Background: an optimization exercise with open tools, aiming at small area. Do not read the settings as production practice.
Where RTL was checked, it was by simulation tests only, not by an equivalence proof against the original.
No driver is modelled on the clock port, so clock power and skew are understated where the tree is cut down; a real chip needs a root buffer or a tree.
No activity file was given, so power comes from the tool's default toggle rates.

## violet
==> flow/design.v <==
module clockdiv #(
    parameter           I_CLK_FRQ = 100_000_000,
    parameter           FREQUENCY = 1  
) (
    input wire          i_rst,
    input wire          i_clk,
    output reg          o_clk
);
    localparam integer  divider = I_CLK_FRQ / FREQUENCY;
    localparam integer  width   = $clog2(divider);
    reg [width-1:0]     counter;
    always @( posedge i_clk ) begin
        if ( i_rst ) begin
            counter <= 0;
            o_clk <= 0;
        end else if ( counter == divider - 1 ) begin
            counter <= 0;
            o_clk <= 1;
        end else begin
            counter <= counter + 1;
            o_clk <= 0;
        end
    end
endmodule
module seven_seg_disp #(
    parameter           I_CLK_FRQ = 24_000,
    parameter           REFRESH = 60,
    parameter           DIGITS = 4
) (
    input               i_clk,
    input               i_rst,
    input signed [10:0] i_data,
    input               i_en,
    output wire [3:0]   o_anodes,
    output wire [6:0]   o_segment
);
    reg  [6:0]  cnt;
    wire        fire = cnt[6] & cnt[5] & cnt[2];
    always @(posedge i_clk)
        if (i_rst)      cnt <= 7'd0;
        else if (fire)  cnt <= 7'd1;
        else            cnt <= cnt + 7'd1;
    reg  [1:0]  gp;
    always @(posedge i_clk)
        if (i_rst)      gp <= 2'b10;
        else if (fire)  gp <= {gp[0], ~gp[1]};
    wire [1:0]  pos = {gp[1], gp[1] ^ gp[0]};
    assign o_anodes = ~(4'b0001 << pos);
    wire        q0 = (pos == 2'd3);
    wire        q1 = (pos == 2'd0);
    wire        q2 = (pos == 2'd1);
    wire        q3 = (pos == 2'd2);
    reg         s;
    reg  [11:0] P;
    reg         cv;      
    wire        ld   = i_rst | (fire & i_en);
    wire        win  = (cnt[6:4] == 3'd0) & (cnt[3] | (cnt[2] & cnt[1]));   
    wire        conv = cv & win;
    wire        e0   = conv & cnt[3];                 
    wire        e1   = conv & cnt[3] & cnt[2];        
    wire        r8   = cv ? q1 : ~q3;
    wire        r16  = cv & (q2 | q3);
    wire        rot  = ~cnt[6] & cnt[5] & ~cnt[4] & ((~cnt[3] & r8) | r16);
    wire        run  = conv | rot;
    function [3:0] corr(input [3:0] d, input e);
        reg c;
        begin
            c = e & (d[3] | (d[2] & (d[1] | d[0])));
            corr[0] = d[0] ^ c;
            corr[1] = c ? ((d[1] & d[0]) | (d[3] & ~d[0])) : d[1];
            corr[2] = c ? (d[3] & d[0]) : d[2];
            corr[3] = d[3] | c;
        end
    endfunction
    wire [11:0] C = {P[11:8], corr(P[7:4], e1), corr(P[3:0], e0)};
    wire        take = fire & i_en & ~i_rst;
    wire        keep = ~ld;
    wire [11:0] R = {C[10:0], P[11] ^ (s & conv)};
    wire [11:0] L = {i_data[9:0], 2'b00};
    wire        step = keep & run;
    wire        hold = keep & ~run;
    always @(posedge i_clk)
        P <= ({12{take}} & L) | ({12{step}} & R) | ({12{hold}} & P);
    always @(posedge i_clk) begin
        if (i_rst | fire) cv <= take;
        if (ld) s <= take & i_data[10];
    end
    wire        cin  = s & (q0 | (P[11] & P[8] & (q1 | (q2 & P[7] & P[4]))));
    wire [3:0]  dsel = q3 ? (s ? 4'hf : {3'b000, P[3] & P[1]}) : P[3:0];
    wire [3:0]  dinc;
    assign dinc[0] = dsel[0] ^ cin;
    assign dinc[1] = dsel[1] ^ (cin & dsel[0] & ~dsel[3]);
    assign dinc[2] = dsel[2] ^ (cin & dsel[0] & dsel[1]);
    assign dinc[3] = cin ? ((dsel[3] & ~dsel[0]) | (dsel[2] & dsel[1] & dsel[0])) : dsel[3];
    reg  [3:0]  dig;
    always @(posedge i_clk)
        if (fire) dig <= dinc;
    wire [3:0]  d = dig;
    assign o_segment[6] = (~d[3] & ~d[2] & ~d[1]) | (d[3] & d[1] & ~d[0]) | (~d[3] & d[2] & d[1] & d[0]);
    assign o_segment[5] = (d[1] & d[0]) | (~d[3] & ~d[2] & d[0]) | (~d[3] & ~d[2] & d[1]);
    assign o_segment[4] = (d[2] & ~d[1]) | d[0];
    assign o_segment[3] = (d[2] & ~d[1] & ~d[0]) | (~d[2] & ~d[1] & d[0]) | (d[2] & d[1] & d[0]);
    assign o_segment[2] = (~d[3] & ~d[2] & d[1] & ~d[0]) | (d[3] & d[2]);
    assign o_segment[1] = ~((~d[1] & ~d[0]) | (~d[3] & d[1] & d[0]) | ~d[2]);
    assign o_segment[0] = (~d[3] & ~d[2] & ~d[1] & d[0]) | (d[3] & d[2]) | (d[2] & ~d[1] & ~d[0]);
endmodule
==> flow/config.mk <==
export PLATFORM = sky130hd
export DESIGN_NAME = seven_seg_disp
export DESIGN_NICKNAME = seven_seg_disp
export VERILOG_FILES = /design/flow/design.v
export SDC_FILE = /design/flow/constraint.sdc
export NUM_CORES = 4
export LEC_CHECK = 0
export CAP_MARGIN = 20
export CORE_MARGIN = 2
export CORE_UTILIZATION = 40
export GPL_TIMING_DRIVEN = 0
export SLEW_MARGIN = 20
==> flow/constraint.sdc <==
create_clock -name core_clock -period 10.0 [get_ports {i_clk}]
set_input_delay 2.0000 -clock core_clock [delete_from_list [all_inputs] [get_ports {i_clk}]]
set_output_delay 2.0000 -clock core_clock [all_outputs]
set_load 0.01 [all_outputs]
standard.sh (not shown) runs the stock make flow with config.mk's settings and CLKGATE_MAP_FILE= SYNTH_SCRIPT=/design/flow/synth_recipe.tcl, a recipe that flattens the netlist after the stock synthesis.
==> flow/flow/run.sh <==
#!/bin/bash
# Layout: the standard flow (standard.sh), synthesis included, with three changes:
#  - after synthesis the logic between the registers is re-mapped for area with OpenROAD's
#    restructure, and each cell is swapped for the smallest of its family (resynth.tcl),
#  - port buffers are sky130_fd_sc_hd__buf_1 cells,
#  - the clock tree is a few clock buffers driven by the clock port (cts_pre.tcl),
#    in place of TritonCTS's H-tree.
# make's output goes to flow_make.log here; ORFS's per-step logs are under orfs/logs.
set -euo pipefail
W=$PWD
bash standard.sh \
  "POST_FLOORPLAN_TCL=$W/flow/resynth.tcl" \
  "BUFFER_PORTS_ARGS=-buffer_cell sky130_fd_sc_hd__buf_1" \
  "PRE_CTS_TCL=$W/flow/cts_pre.tcl" \
  finish > "$W/flow_make.log" 2>&1
Other scripts of this flow, unchanged in this note and not shown: flow/flow/cts_pre.tcl, flow/flow/downsize.tcl, flow/flow/filter_lib.py, flow/flow/resynth.tcl
> inputs changed (violet -> nickel)
==> flow/design.v, changed modules only <==
module seven_seg_disp #(
    parameter           I_CLK_FRQ = 24_000,
    parameter           REFRESH = 60,
    parameter           DIGITS = 4
) (
    input               i_clk,
    input               i_rst,
    input signed [10:0] i_data,
    input               i_en,
    output wire [3:0]   o_anodes,
    output wire [6:0]   o_segment
);
    reg  [6:0]  cnt;
    wire        fire = cnt[6] & cnt[5] & cnt[2];
    always @(posedge i_clk)
        if (i_rst)      cnt <= 7'd0;
        else if (fire)  cnt <= 7'd1;
        else            cnt <= cnt + 7'd1;
    reg  [1:0]  gp;
    always @(posedge i_clk)
        if (i_rst)      gp <= 2'b10;
        else if (fire)  gp <= {gp[0], ~gp[1]};
    wire [1:0]  pos = {gp[1], gp[1] ^ gp[0]};
    assign o_anodes = ~(4'b0001 << pos);
    reg         s;
    reg  [11:0] P;
    reg         cv;      
    wire        ld   = i_rst | (fire & i_en);
    wire        win  = (cnt[6:4] == 3'd0) & (cnt[3] | (cnt[2] & cnt[1]));   
    wire        run  = cv & win;
    wire        e0   = run & cnt[3];                  
    wire        e1   = run & cnt[3] & cnt[2];         
    function [3:0] corr(input [3:0] d, input e);
        reg c;
        begin
            c = e & (d[3] | (d[2] & (d[1] | d[0])));
            corr[0] = d[0] ^ c;
            corr[1] = c ? ((d[1] & d[0]) | (d[3] & ~d[0])) : d[1];
            corr[2] = c ? (d[3] & d[0]) : d[2];
            corr[3] = d[3] | c;
        end
    endfunction
    wire [11:0] C = {P[11:8], corr(P[7:4], e1), corr(P[3:0], e0)};
    wire        take = fire & i_en & ~i_rst;
    wire        keep = ~ld;
    wire [11:0] R = {C[10:0], P[11] ^ s};
    wire [11:0] L = {i_data[9:0], 2'b00};
    always @(posedge i_clk) begin
        if (i_rst | fire) cv <= take;
        if (ld) s <= take & i_data[10];
        if (ld | run) P <= ({12{take}} & L) | ({12{keep}} & R);
    end
    wire        h10 = P[11] & P[9];                        
    wire [3:0]  d0 = P[3:0], d1 = P[7:4];
    wire [3:0]  d2 = {P[11] & ~P[9], P[10], P[9] & ~P[11], P[8]};
    wire        n0 = d0[3] & d0[0];
    wire        n1 = d1[3] & d1[0];
    reg  [3:0]  dsel;
    reg         cin;
    always @* begin
        case (pos)
            2'd3: begin dsel = d0; cin = s; end
            2'd0: begin dsel = d1; cin = s & n0; end
            2'd1: begin dsel = d2; cin = s & n0 & n1; end
            default: begin dsel = s ? 4'hf : {3'b000, h10}; cin = 1'b0; end
        endcase
    end
    wire [3:0]  dinc;
    assign dinc[0] = dsel[0] ^ cin;
    assign dinc[1] = dsel[1] ^ (cin & dsel[0] & ~dsel[3]);
    assign dinc[2] = dsel[2] ^ (cin & dsel[0] & dsel[1]);
    assign dinc[3] = cin ? ((dsel[3] & ~dsel[0]) | (dsel[2] & dsel[1] & dsel[0])) : dsel[3];
    reg  [3:0]  dig;
    always @(posedge i_clk)
        if (fire) dig <= dinc;
    wire [3:0]  d = dig;
    assign o_segment[6] = (~d[3] & ~d[2] & ~d[1]) | (~d[3] & d[2] & d[1] & d[0]);
    assign o_segment[5] = (~d[2] & d[1]) | (~d[3] & ~d[2] & d[0]) | (d[1] & d[0]);
    assign o_segment[4] = (d[2] & ~d[1]) | d[0];
    assign o_segment[3] = (d[2] & ~d[1] & ~d[0]) | (~d[2] & ~d[1] & d[0]) | (d[2] & d[1] & d[0]);
    assign o_segment[2] = (d[3] & d[1]) | (~d[2] & d[1] & ~d[0]);
    assign o_segment[1] = ~((~d[1] & ~d[0]) | (~d[3] & d[1] & d[0]) | ~d[2]);
    assign o_segment[0] = (~d[3] & ~d[2] & ~d[1] & d[0]) | (d[3] & d[2]) | (d[2] & ~d[1] & ~d[0]);
endmodule
## What came out
- violet → nickel: share of total power in combinational logic rose 3.3 points, total power rose about 13%, post-synthesis simple-gate area fraction fell 1.7 points, maximum frequency fell about 12%, area of all placed cells without fillers rose about 2.3%.
- A largest cell class by area of flip-flops and latches is what nickel shows, while multi-input gates belongs to violet.
- The peak supply drop in violet is 1.06 times that in nickel.
- Synthesized instance count was lower in the run labelled nickel.
- Looking at library cell contributing the largest single delay on the critical path, the sky130_fd_sc_hd__o21ai_1 result is from nickel; the sky130_fd_sc_hd__dfxtp_1 one comes from violet.
- Initial core utilization, violet and nickel: higher on violet
- violet ended up with o_anodes[2] as its timing endpoint of the critical path; nickel ended up with P[0]$_DFFE_PP_.
- Fraction of synthesized area in multiplexers delta for nickel relative to violet: 6.2 points higher
The RTL of violet was laid out without a check of its function. In every run of this note, the design's own scripts or RTL, not TritonCTS, make the clock network.

==> re-timing with driven ports <==
The flow's constraints put no driver on any port. The routed layouts listed below were extracted and timed again, unchanged, in two steps. Step 1: set_driving_cell puts a clkbuf_16 on i_clk and a buf_2 on each other input, an assumption about the parent block. Step 2 times the ports against the registers' clock, not the clock port: input delays grow and output delays shrink by t, the midpoint of the rising clock arrivals with the driver on. a / b / c = no drivers / after step 1 / after step 2; a / b = the first two.
run | shift t [ns] | setup slack, ns | worst setup path at the end | latest minus earliest clock arrival (ns)
violet | 0.192 | 6.568 / 6.533 / 6.472 | input to register | 0.009 / 0.009
nickel | 0.188 | 6.094 / 6.101 / 5.914 | input to register | 0.009 / 0.009
After both steps setup and hold are still met in every run listed. The setup slack of nickel, which loses most, moves by +0.007 ns with the drivers and by -0.180 ns with both steps.
